Source: an optimization exercise on an open RTL-to-GDS flow (aim: small area and a short achievable clock period). Production flows keep margins and buffers that such runs may drop. Function was not checked in any run shown here: the RTL went through the layout flow alone. Power is estimated from default activity; no workload was simulated.

==> flow/design.v (outline; a module is shown in full before it is edited, if it fits) <==
// module mul8: 14 lines
// module mul16: 1100 lines
// module mul16_fa: 4 lines
// module mul16_cpa: 267 lines
// module mul16_xnor: 3 lines
module mul16(
    input clk,
    input logic[15:0] a,
    input logic[15:0] b,
    output logic[31:0] r
);
  // ...
==> flow/flow/run.sh <==
#!/bin/bash
set -uo pipefail
here=$(pwd)
export BUFFER_PORTS_ARGS="-buffer_cell sky130_fd_sc_hd__buf_4"
export PRE_RESIZE_TCL="$here/flow/outbuf.tcl"
bash standard.sh > standard.log 2>&1
==> flow/flow/outbuf.tcl <==
# Sourced by ORFS's resize.tcl before repair_design: the buffer that buffer_ports put on
# each output port becomes a sky130_fd_sc_hd__buf_1.
set n 0
foreach port [get_ports -filter "direction==output"] {
  set net [get_nets [get_full_name $port]]
  foreach pin [get_pins -of_objects $net -filter "direction==output"] {
    set inst [get_cells -of_objects $pin]
    if {[get_property $inst ref_name] eq "sky130_fd_sc_hd__buf_4"} {
      replace_cell $inst sky130_fd_sc_hd__buf_1
      incr n
    }
  }
}
puts "outbuf.tcl: $n output buffers made buf_1"
==> flow/standard.sh <==
#!/bin/bash
# synth_recipe.tcl (not shown) runs the flow's synth.tcl, then flattens the netlist and writes it again
# the make line also repeats each setting of config.mk as NAME=value (left out here)
make -C /OpenROAD-flow-scripts/flow DESIGN_CONFIG=/design/flow/config.mk WORK_HOME=/design/flow/orfs CLKGATE_MAP_FILE= SYNTH_SCRIPT=/design/flow/synth_recipe.tcl "${@:-finish}"
==> flow/config.mk <==
export PLATFORM = sky130hd
export DESIGN_NAME = mul16
export DESIGN_NICKNAME = mul16
export VERILOG_FILES = /design/flow/design.v
export SDC_FILE = /design/flow/constraint.sdc
export NUM_CORES = 4
export LEC_CHECK = 0
export CAP_MARGIN = 20
export CORE_MARGIN = 2
export CORE_UTILIZATION = 35
export CTS_BUF_LIST = sky130_fd_sc_hd__clkbuf_8
export CTS_CLUSTER_SIZE = 12
export SETUP_SLACK_MARGIN = 2.0
export SLEW_MARGIN = 20
export SYNTH_HIERARCHICAL = 1
export SYNTH_MINIMUM_KEEP_SIZE = 0
==> flow/constraint.sdc <==
create_clock -name core_clock -period 5.5 [get_ports {clk}]
set_input_delay 1.1000 -clock core_clock [delete_from_list [all_inputs] [get_ports {clk}]]
set_output_delay 1.1000 -clock core_clock [all_outputs]
set_load 0.01 [all_outputs]
==> impl_metrics.env, run 1 <==
export IMPL_h_tree_depth=3
export IMPL_holdPathEnd="r[5]"
export IMPL_avgViaCountPerCell=4.81
export IMPL_setup_viol=0
export IMPL_drive_above_1_share=0.123
export IMPL_top_layer="met4"
export IMPL_grt_ovfl_total=0
export IMPL_drtAntennaViolNets=0
export IMPL_met3_usage=0.0392
export IMPL_syn_num_nets=1061
export IMPL_path_buf_inv=1
export IMPL_p_comb_frac=0.692
export IMPL_timing_final_crit_share=0.604
export IMPL_required_ns=5.77
export IMPL_clkLatencyLatePin_ns=0.39
export IMPL_status="finished clean"
export IMPL_p_sw_mw=2.48
export IMPL_min_from="q[5]"
export IMPL_cts_made_buffers=9
export IMPL_synthCells=803
export IMPL_critical_path_class="in2reg"
export IMPL_cpMostUsedCell="fa_2"
export IMPL_final_clk_cell_share=0.0191
export IMPL_area_growth_pct=6.20
export IMPL_multi_input_area_um2=6280
export IMPL_clk_pin_slew_worst_paths_ns=0.10
export IMPL_maxSlewViolCount=0
export IMPL_wl_per_cell_um=17.7
export IMPL_p_int_mw=3.25
export IMPL_worstHoldPathCells=1
==> module mul16_cpa, before the edit <==
module mul16_cpa(input [25:0] gi, input [25:0] pi, output [24:0] co);
    wire g0 = gi[0] | pi[0];
    wire p0 = pi[0];
    wire g1 = gi[1];
    wire p1 = pi[1];
    wire g2 = gi[2];
    wire p2 = pi[2];
    wire g3 = gi[3];
    wire p3 = pi[3];
    wire g4 = gi[4];
    wire p4 = pi[4];
    wire g5 = gi[5];
    wire p5 = pi[5];
    wire g6 = gi[6];
    wire p6 = pi[6];
    wire g7 = gi[7];
    wire p7 = pi[7];
    wire g8 = gi[8];
    wire p8 = pi[8];
    wire g9 = gi[9];
    wire p9 = pi[9];
    wire g10 = gi[10];
    wire p10 = pi[10];
    wire g11 = gi[11];
    wire p11 = pi[11];
    wire g12 = gi[12];
    wire p12 = pi[12];
    wire g13 = gi[13];
    wire p13 = pi[13];
    wire g14 = gi[14];
    wire p14 = pi[14];
    wire g15 = gi[15];
    wire p15 = pi[15];
    wire g16 = gi[16];
    wire p16 = pi[16];
    wire g17 = gi[17];
    wire p17 = pi[17];
    wire g18 = gi[18];
    wire p18 = pi[18];
    wire g19 = gi[19];
    wire p19 = pi[19];
    wire g20 = gi[20];
    wire p20 = pi[20];
    wire g21 = gi[21];
    wire p21 = pi[21];
    wire g22 = gi[22];
    wire p22 = pi[22];
    wire g23 = gi[23];
    wire p23 = pi[23];
    wire g24 = gi[24];
    wire p24 = pi[24];
    wire g25 = gi[25];
    wire p25 = pi[25];
    wire G1 = g1 | (p1 & g0);
    wire P1 = p1 & p0;
    wire G2 = g3 | (p3 & g2);
    wire P2 = p3 & p2;
    wire G3 = g2 | (p2 & G1);
    wire P3 = p2 & P1;
    wire G4 = G2 | (P2 & G1);
    wire P4 = P2 & P1;
    wire G5 = g5 | (p5 & g4);
    wire P5 = p5 & p4;
    wire G6 = g6 | (p6 & G5);
    wire P6 = p6 & P5;
    wire G7 = g4 | (p4 & G4);
    wire P7 = p4 & P4;
    wire G8 = G5 | (P5 & G4);
    wire P8 = P5 & P4;
    wire G9 = G6 | (P6 & G4);
    wire P9 = P6 & P4;
    wire G10 = g7 | (p7 & G9);
    wire P10 = p7 & P9;
    wire G11 = g9 | (p9 & g8);
    wire P11 = p9 & p8;
    wire G12 = g10 | (p10 & G11);
    wire P12 = p10 & P11;
    wire G13 = g8 | (p8 & G10);
    wire P13 = p8 & P10;
    wire G14 = G11 | (P11 & G10);
    wire P14 = P11 & P10;
    wire G15 = G12 | (P12 & G10);
    wire P15 = P12 & P10;
    wire G16 = g12 | (p12 & g11);
    wire P16 = p12 & p11;
    wire G17 = g17 | (p17 & g16);
    wire P17 = p17 & p16;
    wire G18 = g21 | (p21 & g20);
    wire P18 = p21 & p20;
    wire G19 = g22 | (p22 & G18);
    wire P19 = p22 & P18;
    wire G20 = g24 | (p24 & g23);
    wire P20 = p24 & p23;
    wire G21 = g25 | (p25 & G20);
    wire P21 = p25 & P20;
    wire G22 = g23 | (p23 & G19);
    wire P22 = p23 & P19;
    wire G23 = G20 | (P20 & G19);
    wire P23 = P20 & P19;
    wire G24 = G21 | (P21 & G19);
    wire P24 = P21 & P19;
    wire G25 = g20 | (p20 & g19);
    wire P25 = p20 & p19;
    wire G26 = G18 | (P18 & g19);
    wire P26 = P18 & p19;
    wire G27 = G19 | (P19 & g19);
    wire P27 = P19 & p19;
    wire G28 = G22 | (P22 & g19);
    wire P28 = P22 & p19;
    wire G29 = G23 | (P23 & g19);
    wire P29 = P23 & p19;
    wire G30 = G24 | (P24 & g19);
    wire P30 = P24 & p19;
    wire G31 = g19 | (p19 & g18);
    wire P31 = p19 & p18;
    wire G32 = G25 | (P25 & g18);
    wire P32 = P25 & p18;
    wire G33 = G26 | (P26 & g18);
    wire P33 = P26 & p18;
    wire G34 = G27 | (P27 & g18);
    wire P34 = P27 & p18;
    wire G35 = G28 | (P28 & g18);
    wire P35 = P28 & p18;
    wire G36 = G29 | (P29 & g18);
    wire P36 = P29 & p18;
    wire G37 = G30 | (P30 & g18);
    wire P37 = P30 & p18;
    wire G38 = g18 | (p18 & G17);
    wire P38 = p18 & P17;
    wire G39 = G31 | (P31 & G17);
    wire P39 = P31 & P17;
    wire G40 = G32 | (P32 & G17);
    wire P40 = P32 & P17;
    wire G41 = G33 | (P33 & G17);
    wire P41 = P33 & P17;
    wire G42 = G34 | (P34 & G17);
    wire P42 = P34 & P17;
    wire G43 = G35 | (P35 & G17);
    wire P43 = P35 & P17;
    wire G44 = G36 | (P36 & G17);
    wire P44 = P36 & P17;
    wire G45 = G37 | (P37 & G17);
    wire P45 = P37 & P17;
    wire G46 = g16 | (p16 & g15);
    wire P46 = p16 & p15;
    wire G47 = G17 | (P17 & g15);
    wire P47 = P17 & p15;
    wire G48 = G38 | (P38 & g15);
    wire P48 = P38 & p15;
    wire G49 = G39 | (P39 & g15);
    wire P49 = P39 & p15;
    wire G50 = G40 | (P40 & g15);
    wire P50 = P40 & p15;
    wire G51 = G41 | (P41 & g15);
    wire P51 = P41 & p15;
    wire G52 = G42 | (P42 & g15);
    wire P52 = P42 & p15;
    wire G53 = G43 | (P43 & g15);
    wire P53 = P43 & p15;
    wire G54 = G44 | (P44 & g15);
    wire P54 = P44 & p15;
    wire G55 = G45 | (P45 & g15);
    wire P55 = P45 & p15;
    wire G56 = g15 | (p15 & g14);
    wire P56 = p15 & p14;
    wire G57 = G46 | (P46 & g14);
    wire P57 = P46 & p14;
    wire G58 = G47 | (P47 & g14);
    wire P58 = P47 & p14;
    wire G59 = G48 | (P48 & g14);
    wire P59 = P48 & p14;
    wire G60 = G49 | (P49 & g14);
    wire P60 = P49 & p14;
    wire G61 = G50 | (P50 & g14);
    wire P61 = P50 & p14;
    wire G62 = G51 | (P51 & g14);
    wire P62 = P51 & p14;
    wire G63 = G52 | (P52 & g14);
    wire P63 = P52 & p14;
    wire G64 = G53 | (P53 & g14);
    wire P64 = P53 & p14;
    wire G65 = G54 | (P54 & g14);
    wire P65 = P54 & p14;
    wire G66 = G55 | (P55 & g14);
    wire P66 = P55 & p14;
    wire G67 = g14 | (p14 & g13);
    wire P67 = p14 & p13;
    wire G68 = G56 | (P56 & g13);
    wire P68 = P56 & p13;
    wire G69 = G57 | (P57 & g13);
    wire P69 = P57 & p13;
    wire G70 = G58 | (P58 & g13);
    wire P70 = P58 & p13;
    wire G71 = G59 | (P59 & g13);
    wire P71 = P59 & p13;
    wire G72 = G60 | (P60 & g13);
    wire P72 = P60 & p13;
    wire G73 = G61 | (P61 & g13);
    wire P73 = P61 & p13;
    wire G74 = G62 | (P62 & g13);
    wire P74 = P62 & p13;
    wire G75 = G63 | (P63 & g13);
    wire P75 = P63 & p13;
    wire G76 = G64 | (P64 & g13);
    wire P76 = P64 & p13;
    wire G77 = G65 | (P65 & g13);
    wire P77 = P65 & p13;
    wire G78 = G66 | (P66 & g13);
    wire P78 = P66 & p13;
    wire G79 = g13 | (p13 & G16);
    wire P79 = p13 & P16;
    wire G80 = G67 | (P67 & G16);
    wire P80 = P67 & P16;
    wire G81 = G68 | (P68 & G16);
    wire P81 = P68 & P16;
    wire G82 = G69 | (P69 & G16);
    wire P82 = P69 & P16;
    wire G83 = G70 | (P70 & G16);
    wire P83 = P70 & P16;
    wire G84 = G71 | (P71 & G16);
    wire P84 = P71 & P16;
    wire G85 = G72 | (P72 & G16);
    wire P85 = P72 & P16;
    wire G86 = G73 | (P73 & G16);
    wire P86 = P73 & P16;
    wire G87 = G74 | (P74 & G16);
    wire P87 = P74 & P16;
    wire G88 = G75 | (P75 & G16);
    wire P88 = P75 & P16;
    wire G89 = G76 | (P76 & G16);
    wire P89 = P76 & P16;
    wire G90 = G77 | (P77 & G16);
    wire P90 = P77 & P16;
    wire G91 = G78 | (P78 & G16);
    wire P91 = P78 & P16;
    wire G92 = g11 | (p11 & G15);
    wire P92 = p11 & P15;
    wire G93 = G16 | (P16 & G15);
    wire P93 = P16 & P15;
    wire G94 = G79 | (P79 & G15);
    wire P94 = P79 & P15;
    wire G95 = G80 | (P80 & G15);
    wire P95 = P80 & P15;
    wire G96 = G81 | (P81 & G15);
    wire P96 = P81 & P15;
    wire G97 = G82 | (P82 & G15);
    wire P97 = P82 & P15;
    wire G98 = G83 | (P83 & G15);
    wire P98 = P83 & P15;
    wire G99 = G84 | (P84 & G15);
    wire P99 = P84 & P15;
    wire G100 = G85 | (P85 & G15);
    wire P100 = P85 & P15;
    wire G101 = G86 | (P86 & G15);
    wire P101 = P86 & P15;
    wire G102 = G87 | (P87 & G15);
    wire P102 = P87 & P15;
    wire G103 = G88 | (P88 & G15);
    wire P103 = P88 & P15;
    wire G104 = G89 | (P89 & G15);
    wire P104 = P89 & P15;
    wire G105 = G90 | (P90 & G15);
    wire P105 = P90 & P15;
    wire G106 = G91 | (P91 & G15);
    wire P106 = P91 & P15;
    assign co = {G105, G104, G103, G102, G101, G100, G99, G98, G97, G96, G95, G94, G93, G92, G15, G14, G13, G10, G9, G8, G7, G4, G3, G1, g0};
endmodule
==> run 2, diff against run 1 <==
--- a/flow/design.v
+++ b/flow/design.v
@@ -1173,62 +1173,62 @@
     wire P1 = p1 & p0;
-    wire G2 = g3 | (p3 & g2);
-    wire P2 = p3 & p2;
-    wire G3 = g2 | (p2 & G1);
-    wire P3 = p2 & P1;
-    wire G4 = G2 | (P2 & G1);
-    wire P4 = P2 & P1;
-    wire G5 = g5 | (p5 & g4);
-    wire P5 = p5 & p4;
-    wire G6 = g6 | (p6 & G5);
-    wire P6 = p6 & P5;
-    wire G7 = g4 | (p4 & G4);
-    wire P7 = p4 & P4;
-    wire G8 = G5 | (P5 & G4);
-    wire P8 = P5 & P4;
-    wire G9 = G6 | (P6 & G4);
-    wire P9 = P6 & P4;
-    wire G10 = g7 | (p7 & G9);
-    wire P10 = p7 & P9;
-    wire G11 = g9 | (p9 & g8);
-    wire P11 = p9 & p8;
-    wire G12 = g10 | (p10 & G11);
-    wire P12 = p10 & P11;
-    wire G13 = g8 | (p8 & G10);
-    wire P13 = p8 & P10;
-    wire G14 = G11 | (P11 & G10);
-    wire P14 = P11 & P10;
-    wire G15 = G12 | (P12 & G10);
-    wire P15 = P12 & P10;
-    wire G16 = g12 | (p12 & g11);
-    wire P16 = p12 & p11;
-    wire G17 = g17 | (p17 & g16);
-    wire P17 = p17 & p16;
-    wire G18 = g21 | (p21 & g20);
-    wire P18 = p21 & p20;
-    wire G19 = g22 | (p22 & G18);
-    wire P19 = p22 & P18;
-    wire G20 = g24 | (p24 & g23);
-    wire P20 = p24 & p23;
-    wire G21 = g25 | (p25 & G20);
-    wire P21 = p25 & P20;
-    wire G22 = g23 | (p23 & G19);
-    wire P22 = p23 & P19;
-    wire G23 = G20 | (P20 & G19);
-    wire P23 = P20 & P19;
-    wire G24 = G21 | (P21 & G19);
-    wire P24 = P21 & P19;
-    wire G25 = g20 | (p20 & g19);
-    wire P25 = p20 & p19;
-    wire G26 = G18 | (P18 & g19);
-    wire P26 = P18 & p19;
-    wire G27 = G19 | (P19 & g19);
-    wire P27 = P19 & p19;
+    wire G2 = g2 | (p2 & G1);
+    wire P2 = p2 & P1;
+    wire G3 = g3 | (p3 & G2);
+    wire P3 = p3 & P2;
+    wire G4 = g4 | (p4 & G3);
+    wire P4 = p4 & P3;
+    wire G5 = g5 | (p5 & G4);
+    wire P5 = p5 & P4;
+    wire G6 = g7 | (p7 & g6);
+    wire P6 = p7 & p6;
+    wire G7 = g6 | (p6 & G5);
+    wire P7 = p6 & P5;
+    wire G8 = G6 | (P6 & G5);
+    wire P8 = P6 & P5;
+    wire G9 = g9 | (p9 & g8);
+    wire P9 = p9 & p8;
+    wire G10 = g10 | (p10 & G9);
+    wire P10 = p10 & P9;
+    wire G11 = g8 | (p8 & G8);
+    wire P11 = p8 & P8;
+    wire G12 = G9 | (P9 & G8);
+    wire P12 = P9 & P8;
+    wire G13 = G10 | (P10 & G8);
+    wire P13 = P10 & P8;
+    wire G14 = g12 | (p12 & g11);
+    wire P14 = p12 & p11;
+    wire G15 = g17 | (p17 & g16);
+    wire P15 = p17 & p16;
+    wire G16 = g21 | (p21 & g20);
+    wire P16 = p21 & p20;
+    wire G17 = g22 | (p22 & G16);
+    wire P17 = p22 & P16;
+    wire G18 = g24 | (p24 & g23);
+    wire P18 = p24 & p23;
+    wire G19 = g25 | (p25 & G18);
+    wire P19 = p25 & P18;
+    wire G20 = g23 | (p23 & G17);
+    wire P20 = p23 & P17;
+    wire G21 = G18 | (P18 & G17);
+    wire P21 = P18 & P17;
+    wire G22 = G19 | (P19 & G17);
+    wire P22 = P19 & P17;
+    wire G23 = g20 | (p20 & g19);
+    wire P23 = p20 & p19;
+    wire G24 = G16 | (P16 & g19);
+    wire P24 = P16 & p19;
+    wire G25 = G17 | (P17 & g19);
+    wire P25 = P17 & p19;
+    wire G26 = G20 | (P20 & g19);
+    wire P26 = P20 & p19;
+    wire G27 = G21 | (P21 & g19);
+    wire P27 = P21 & p19;
     wire G28 = G22 | (P22 & g19);
     wire P28 = P22 & p19;
-    wire G29 = G23 | (P23 & g19);
-    wire P29 = P23 & p19;
-    wire G30 = G24 | (P24 & g19);
-    wire P30 = P24 & p19;
-    wire G31 = g19 | (p19 & g18);
-    wire P31 = p19 & p18;
+    wire G29 = g19 | (p19 & g18);
+    wire P29 = p19 & p18;
+    wire G30 = G23 | (P23 & g18);
+    wire P30 = P23 & p18;
+    wire G31 = G24 | (P24 & g18);
+    wire P31 = P24 & p18;
     wire G32 = G25 | (P25 & g18);
@@ -1241,26 +1241,26 @@
     wire P35 = P28 & p18;
-    wire G36 = G29 | (P29 & g18);
-    wire P36 = P29 & p18;
-    wire G37 = G30 | (P30 & g18);
-    wire P37 = P30 & p18;
-    wire G38 = g18 | (p18 & G17);
-    wire P38 = p18 & P17;
-    wire G39 = G31 | (P31 & G17);
-    wire P39 = P31 & P17;
-    wire G40 = G32 | (P32 & G17);
-    wire P40 = P32 & P17;
-    wire G41 = G33 | (P33 & G17);
-    wire P41 = P33 & P17;
-    wire G42 = G34 | (P34 & G17);
-    wire P42 = P34 & P17;
-    wire G43 = G35 | (P35 & G17);
-    wire P43 = P35 & P17;
-    wire G44 = G36 | (P36 & G17);
-    wire P44 = P36 & P17;
-    wire G45 = G37 | (P37 & G17);
-    wire P45 = P37 & P17;
-    wire G46 = g16 | (p16 & g15);
-    wire P46 = p16 & p15;
-    wire G47 = G17 | (P17 & g15);
-    wire P47 = P17 & p15;
+    wire G36 = g18 | (p18 & G15);
+    wire P36 = p18 & P15;
+    wire G37 = G29 | (P29 & G15);
+    wire P37 = P29 & P15;
+    wire G38 = G30 | (P30 & G15);
+    wire P38 = P30 & P15;
+    wire G39 = G31 | (P31 & G15);
+    wire P39 = P31 & P15;
+    wire G40 = G32 | (P32 & G15);
+    wire P40 = P32 & P15;
+    wire G41 = G33 | (P33 & G15);
+    wire P41 = P33 & P15;
+    wire G42 = G34 | (P34 & G15);
+    wire P42 = P34 & P15;
+    wire G43 = G35 | (P35 & G15);
+    wire P43 = P35 & P15;
+    wire G44 = g16 | (p16 & g15);
+    wire P44 = p16 & p15;
+    wire G45 = G15 | (P15 & g15);
+    wire P45 = P15 & p15;
+    wire G46 = G36 | (P36 & g15);
+    wire P46 = P36 & p15;
+    wire G47 = G37 | (P37 & g15);
+    wire P47 = P37 & p15;
     wire G48 = G38 | (P38 & g15);
@@ -1277,8 +1277,8 @@
     wire P53 = P43 & p15;
-    wire G54 = G44 | (P44 & g15);
-    wire P54 = P44 & p15;
-    wire G55 = G45 | (P45 & g15);
-    wire P55 = P45 & p15;
-    wire G56 = g15 | (p15 & g14);
-    wire P56 = p15 & p14;
+    wire G54 = g15 | (p15 & g14);
+    wire P54 = p15 & p14;
+    wire G55 = G44 | (P44 & g14);
+    wire P55 = P44 & p14;
+    wire G56 = G45 | (P45 & g14);
+    wire P56 = P45 & p14;
     wire G57 = G46 | (P46 & g14);
@@ -1299,8 +1299,8 @@
     wire P64 = P53 & p14;
-    wire G65 = G54 | (P54 & g14);
-    wire P65 = P54 & p14;
-    wire G66 = G55 | (P55 & g14);
-    wire P66 = P55 & p14;
-    wire G67 = g14 | (p14 & g13);
-    wire P67 = p14 & p13;
+    wire G65 = g14 | (p14 & g13);
+    wire P65 = p14 & p13;
+    wire G66 = G54 | (P54 & g13);
+    wire P66 = P54 & p13;
+    wire G67 = G55 | (P55 & g13);
+    wire P67 = P55 & p13;
     wire G68 = G56 | (P56 & g13);
@@ -1323,63 +1323,59 @@
     wire P76 = P64 & p13;
-    wire G77 = G65 | (P65 & g13);
-    wire P77 = P65 & p13;
-    wire G78 = G66 | (P66 & g13);
-    wire P78 = P66 & p13;
-    wire G79 = g13 | (p13 & G16);
-    wire P79 = p13 & P16;
-    wire G80 = G67 | (P67 & G16);
-    wire P80 = P67 & P16;
-    wire G81 = G68 | (P68 & G16);
-    wire P81 = P68 & P16;
-    wire G82 = G69 | (P69 & G16);
-    wire P82 = P69 & P16;
-    wire G83 = G70 | (P70 & G16);
-    wire P83 = P70 & P16;
-    wire G84 = G71 | (P71 & G16);
-    wire P84 = P71 & P16;
-    wire G85 = G72 | (P72 & G16);
-    wire P85 = P72 & P16;
-    wire G86 = G73 | (P73 & G16);
-    wire P86 = P73 & P16;
-    wire G87 = G74 | (P74 & G16);
-    wire P87 = P74 & P16;
-    wire G88 = G75 | (P75 & G16);
-    wire P88 = P75 & P16;
-    wire G89 = G76 | (P76 & G16);
-    wire P89 = P76 & P16;
-    wire G90 = G77 | (P77 & G16);
-    wire P90 = P77 & P16;
-    wire G91 = G78 | (P78 & G16);
-    wire P91 = P78 & P16;
-    wire G92 = g11 | (p11 & G15);
-    wire P92 = p11 & P15;
-    wire G93 = G16 | (P16 & G15);
-    wire P93 = P16 & P15;
-    wire G94 = G79 | (P79 & G15);
-    wire P94 = P79 & P15;
-    wire G95 = G80 | (P80 & G15);
-    wire P95 = P80 & P15;
-    wire G96 = G81 | (P81 & G15);
-    wire P96 = P81 & P15;
-    wire G97 = G82 | (P82 & G15);
-    wire P97 = P82 & P15;
-    wire G98 = G83 | (P83 & G15);
-    wire P98 = P83 & P15;
-    wire G99 = G84 | (P84 & G15);
-    wire P99 = P84 & P15;
-    wire G100 = G85 | (P85 & G15);
-    wire P100 = P85 & P15;
-    wire G101 = G86 | (P86 & G15);
-    wire P101 = P86 & P15;
-    wire G102 = G87 | (P87 & G15);
-    wire P102 = P87 & P15;
-    wire G103 = G88 | (P88 & G15);
-    wire P103 = P88 & P15;
-    wire G104 = G89 | (P89 & G15);
-    wire P104 = P89 & P15;
-    wire G105 = G90 | (P90 & G15);
-    wire P105 = P90 & P15;
-    wire G106 = G91 | (P91 & G15);
-    wire P106 = P91 & P15;
-    assign co = {G105, G104, G103, G102, G101, G100, G99, G98, G97, G96, G95, G94, G93, G92, G15, G14, G13, G10, G9, G8, G7, G4, G3, G1, g0};
+    wire G77 = g13 | (p13 & G14);
+    wire P77 = p13 & P14;
+    wire G78 = G65 | (P65 & G14);
+    wire P78 = P65 & P14;
+    wire G79 = G66 | (P66 & G14);
+    wire P79 = P66 & P14;
+    wire G80 = G67 | (P67 & G14);
+    wire P80 = P67 & P14;
+    wire G81 = G68 | (P68 & G14);
+    wire P81 = P68 & P14;
+    wire G82 = G69 | (P69 & G14);
+    wire P82 = P69 & P14;
+    wire G83 = G70 | (P70 & G14);
+    wire P83 = P70 & P14;
+    wire G84 = G71 | (P71 & G14);
+    wire P84 = P71 & P14;
+    wire G85 = G72 | (P72 & G14);
+    wire P85 = P72 & P14;
+    wire G86 = G73 | (P73 & G14);
+    wire P86 = P73 & P14;
+    wire G87 = G74 | (P74 & G14);
+    wire P87 = P74 & P14;
+    wire G88 = G75 | (P75 & G14);
+    wire P88 = P75 & P14;
+    wire G89 = G76 | (P76 & G14);
+    wire P89 = P76 & P14;
+    wire G90 = g11 | (p11 & G13);
+    wire P90 = p11 & P13;
+    wire G91 = G14 | (P14 & G13);
+    wire P91 = P14 & P13;
+    wire G92 = G77 | (P77 & G13);
+    wire P92 = P77 & P13;
+    wire G93 = G78 | (P78 & G13);
+    wire P93 = P78 & P13;
+    wire G94 = G79 | (P79 & G13);
+    wire P94 = P79 & P13;
+    wire G95 = G80 | (P80 & G13);
+    wire P95 = P80 & P13;
+    wire G96 = G81 | (P81 & G13);
+    wire P96 = P81 & P13;
+    wire G97 = G82 | (P82 & G13);
+    wire P97 = P82 & P13;
+    wire G98 = G83 | (P83 & G13);
+    wire P98 = P83 & P13;
+    wire G99 = G84 | (P84 & G13);
+    wire P99 = P84 & P13;
+    wire G100 = G85 | (P85 & G13);
+    wire P100 = P85 & P13;
+    wire G101 = G86 | (P86 & G13);
+    wire P101 = P86 & P13;
+    wire G102 = G87 | (P87 & G13);
+    wire P102 = P87 & P13;
+    wire G103 = G88 | (P88 & G13);
+    wire P103 = P88 & P13;
+    wire G104 = G89 | (P89 & G13);
+    wire P104 = P89 & P13;
+    assign co = {G103, G102, G101, G100, G99, G98, G97, G96, G95, G94, G93, G92, G91, G90, G13, G12, G11, G8, G7, G5, G4, G3, G2, G1, g0};
 endmodule
==> run 2 against run 1 <==
Critical path depth is 3 higher. Sequential share of layout area is 0.16 points lower. Routed wire length is 1.6% higher. Largest cell class unchanged. Count of clock-buffer cells in the layout is 3 higher. Clock power is 6.9% higher. Sequential power hardly changed.
==> impl_metrics.env, run 2 <==
export IMPL_status="finished clean"
export IMPL_cts_tree="done"
export IMPL_area_growth_pct=6.39
export IMPL_clkLatencyLatePin_ns=0.38
export IMPL_antenna_found_initial=0
export IMPL_postCtsSetupRepairBufs=0
export IMPL_worstSetupEndpointType="flop"
export IMPL_peakVddDrop_v=0.000399
export IMPL_hold_class="reg2reg"
export IMPL_required_ns=5.81
export IMPL_die_w_um=163
export IMPL_power_leakage_nw=3.38
export IMPL_wl_per_cell_um=17.7
export IMPL_path_buf_inv=0
export IMPL_top_register="q"
export IMPL_rows=58
export IMPL_cpMaxStageDelayCell="fa_1"
export IMPL_io_pin_count=65
export IMPL_cp_startpoint="q[40]"
export IMPL_dpl_instance_area_um2=9220
export IMPL_hold_viol_final=0
export IMPL_syn_num_nets=1076
export IMPL_fin_crit_ns=3.25
export IMPL_maxSlewViolCount=0
export IMPL_slew_headroom=0.706
export IMPL_drtAntennaViolNets=0
export IMPL_clk_pin_slew_worst_paths_ns=0.10
export IMPL_drc=0
export IMPL_grt_usage=0.165
export IMPL_cpPeakStageDelay_ns=0.56
export IMPL_grt_max_degree=18
export IMPL_finalWorstSetupSlack_ns=2.25
export IMPL_critical_path_class="reg2reg"
export IMPL_skew_ns=0.0174
export IMPL_gp_congestion=0.852
export IMPL_r2r_start="q[40]"
export IMPL_io_buffers=64
export IMPL_clock_sinks=104
export IMPL_largest_register_ffs=72
export IMPL_cts_root_buf="clkbuf_8"
export IMPL_grt_setup_unrepaired="no"
export IMPL_min_from="q[4]"
export IMPL_worst_pin_slew_ns=0.441
export IMPL_ctsHoldBuffers=0
export IMPL_vias=5475
export IMPL_layout_common_cells="nand2_1, fa_1, dfxtp_1"
export IMPL_postSynthAreaPerCell_um2=10.8
export IMPL_top_regs="q x72, r x32"
export IMPL_setup_viol=0
export IMPL_dr_pass1_iters=4
export IMPL_nFillCells=2528
export IMPL_dp_hpwl_um=15600
export IMPL_tns_ns=0
export IMPL_core_um2=25000
export IMPL_maxCapViolCount=0
export IMPL_avgViaCountPerCell=4.81
export IMPL_drive_above_1_share=0.117
export IMPL_place_inst=1123
export IMPL_fmax_mhz=307
export IMPL_drtIter0Drc=288
export IMPL_dp_slack_ns=1.86
export IMPL_crit_family="adder cells"
export IMPL_grt_ovfl_total=0
export IMPL_yosysWarnings=7
export IMPL_cts_resized_gates=0
export IMPL_grt_pass1_vias=6239
export IMPL_cp_max_fo=5
export IMPL_die_y_um=163
export IMPL_timing_final_crit_share=0.591
export IMPL_ctsLongestPathBuffers=2
export IMPL_final_cells=1139
export IMPL_diodes=0
export IMPL_final_common_cell="nand2_1"
export IMPL_num_nets_final=1062
export IMPL_start_kind="flop"
export IMPL_h_tree_depth=3
export IMPL_cp_data_arrival_time_ns=3.56
export IMPL_synthCells=818
export IMPL_powerDensity_nw_per_um2=627
export IMPL_dieArea_um2=26600
export IMPL_crit_chain="fa_1 -> fa_1 -> ha_1 -> and3_1 -> and4_1 -> o211ai_1 -> nand4b_1 -> a21o_1 -> a21o_1 -> xnor2_1"
export IMPL_syn_cell_area_um2=8850
export IMPL_fin_area_um2=9410
export IMPL_routed_wl_um=20200
export IMPL_start_util=0.353
export IMPL_cts_made_buffers=9
export IMPL_grt_pass1_wl_um=33100
==> run 2: metal layers <==
metal	vias to the layer above	share of wire	GRT usage
met1	2826	0.43	0.220
li1	2451	-	-
met5	-	0	0
met2	181	0.47	0.270
met4	0	0.012	0.0398
met3	17	0.081	0.0415
==> run 2: final timing paths <==
kind,to,slack (ns),depth (start not counted)
setup / recovery,r[28],2.25,10
hold / removal,r[4],0.35,1
setup reg to reg,r[28],2.25,10
hold reg to reg,r[4],0.35,1
==> run 2: metrics by stage <==
| step | utilization | hold WS, ns | power (mW) |
|---|---|---|---|
| finish | 0.376 | 0.351 | 5.90 |
| global route | 0.376 | 0.360 | 6.58 |
| CTS | 0.376 | 0.346 | 6.03 |
| detailed placement | 0.368 | 0.343 | 5.51 |
| global placement | 0.373 | 0.340 | 5.54 |
| floorplan | - | 0.338 | 5.17 |
==> run 2: layout make-up <==
type | instances | area (um2) | area share
Inverter | 10 | 37.5 | 0.00399
Sequential cell | 104 | 2080 | 0.221
Clock inverter | 4 | 33.8 | 0.00359
Timing Repair Buffer | 64 | 360 | 0.0383
Multi-Input combinational cell | 615 | 6320 | 0.672
Clock buffer | 12 | 165 | 0.0175
Tap cell | 330 | 413 | 0.0439
==> run 2: worst reg2reg max path, cell delays in order, from the launching register on <==
cell,delay [ns]
dfxtp_1,0.33
fa_1,0.56
fa_1,0.43
ha_1,0.36
and3_1,0.22
and4_1,0.24
o211ai_1,0.18
nand4b_1,0.26
a21o_1,0.26
a21o_1,0.18
xnor2_1,0.17
==> run 2: where the power goes <==
part           total [mW]  switching [mW]  internal (mW)
registers            1.32           0.147           1.17
clock network       0.480           0.273          0.207
logic                4.10            2.20           1.90

-- static timing again, ports no longer ideal --
No port has a modelled driver above. Below, the same layouts with a new extraction and two added sets of constraints. Step 1 (the two cells are an assumption about what drives the block):
set clk [get_ports {clk}]
set_driving_cell -lib_cell sky130_fd_sc_hd__clkbuf_16 $clk
set_driving_cell -lib_cell sky130_fd_sc_hd__buf_2 [delete_from_list [all_inputs] $clk]
Step 2 times the ports against the registers' clock, not the clock port: input delays grow and output delays shrink by t, the midpoint of the rising clock arrivals with the driver on. a / b / c = ideal ports / drivers / drivers and shift; a / b = the first two.
| run | shift t [ns] | slack for setup (ns) | worst hold slack (ns) |
|---|---|---|---|
| run 1 | 0.419 | 2.178 / 2.202 / 1.782 | 0.363 / 0.363 / 0.363 |
| run 2 | 0.408 | 2.248 / 2.248 / 1.872 | 0.351 / 0.351 / 0.351 |
After both steps every run listed still meets setup and hold. For run 1, which loses most, drivers alone change the setup slack by +0.024 ns; drivers and shift together by -0.396 ns.
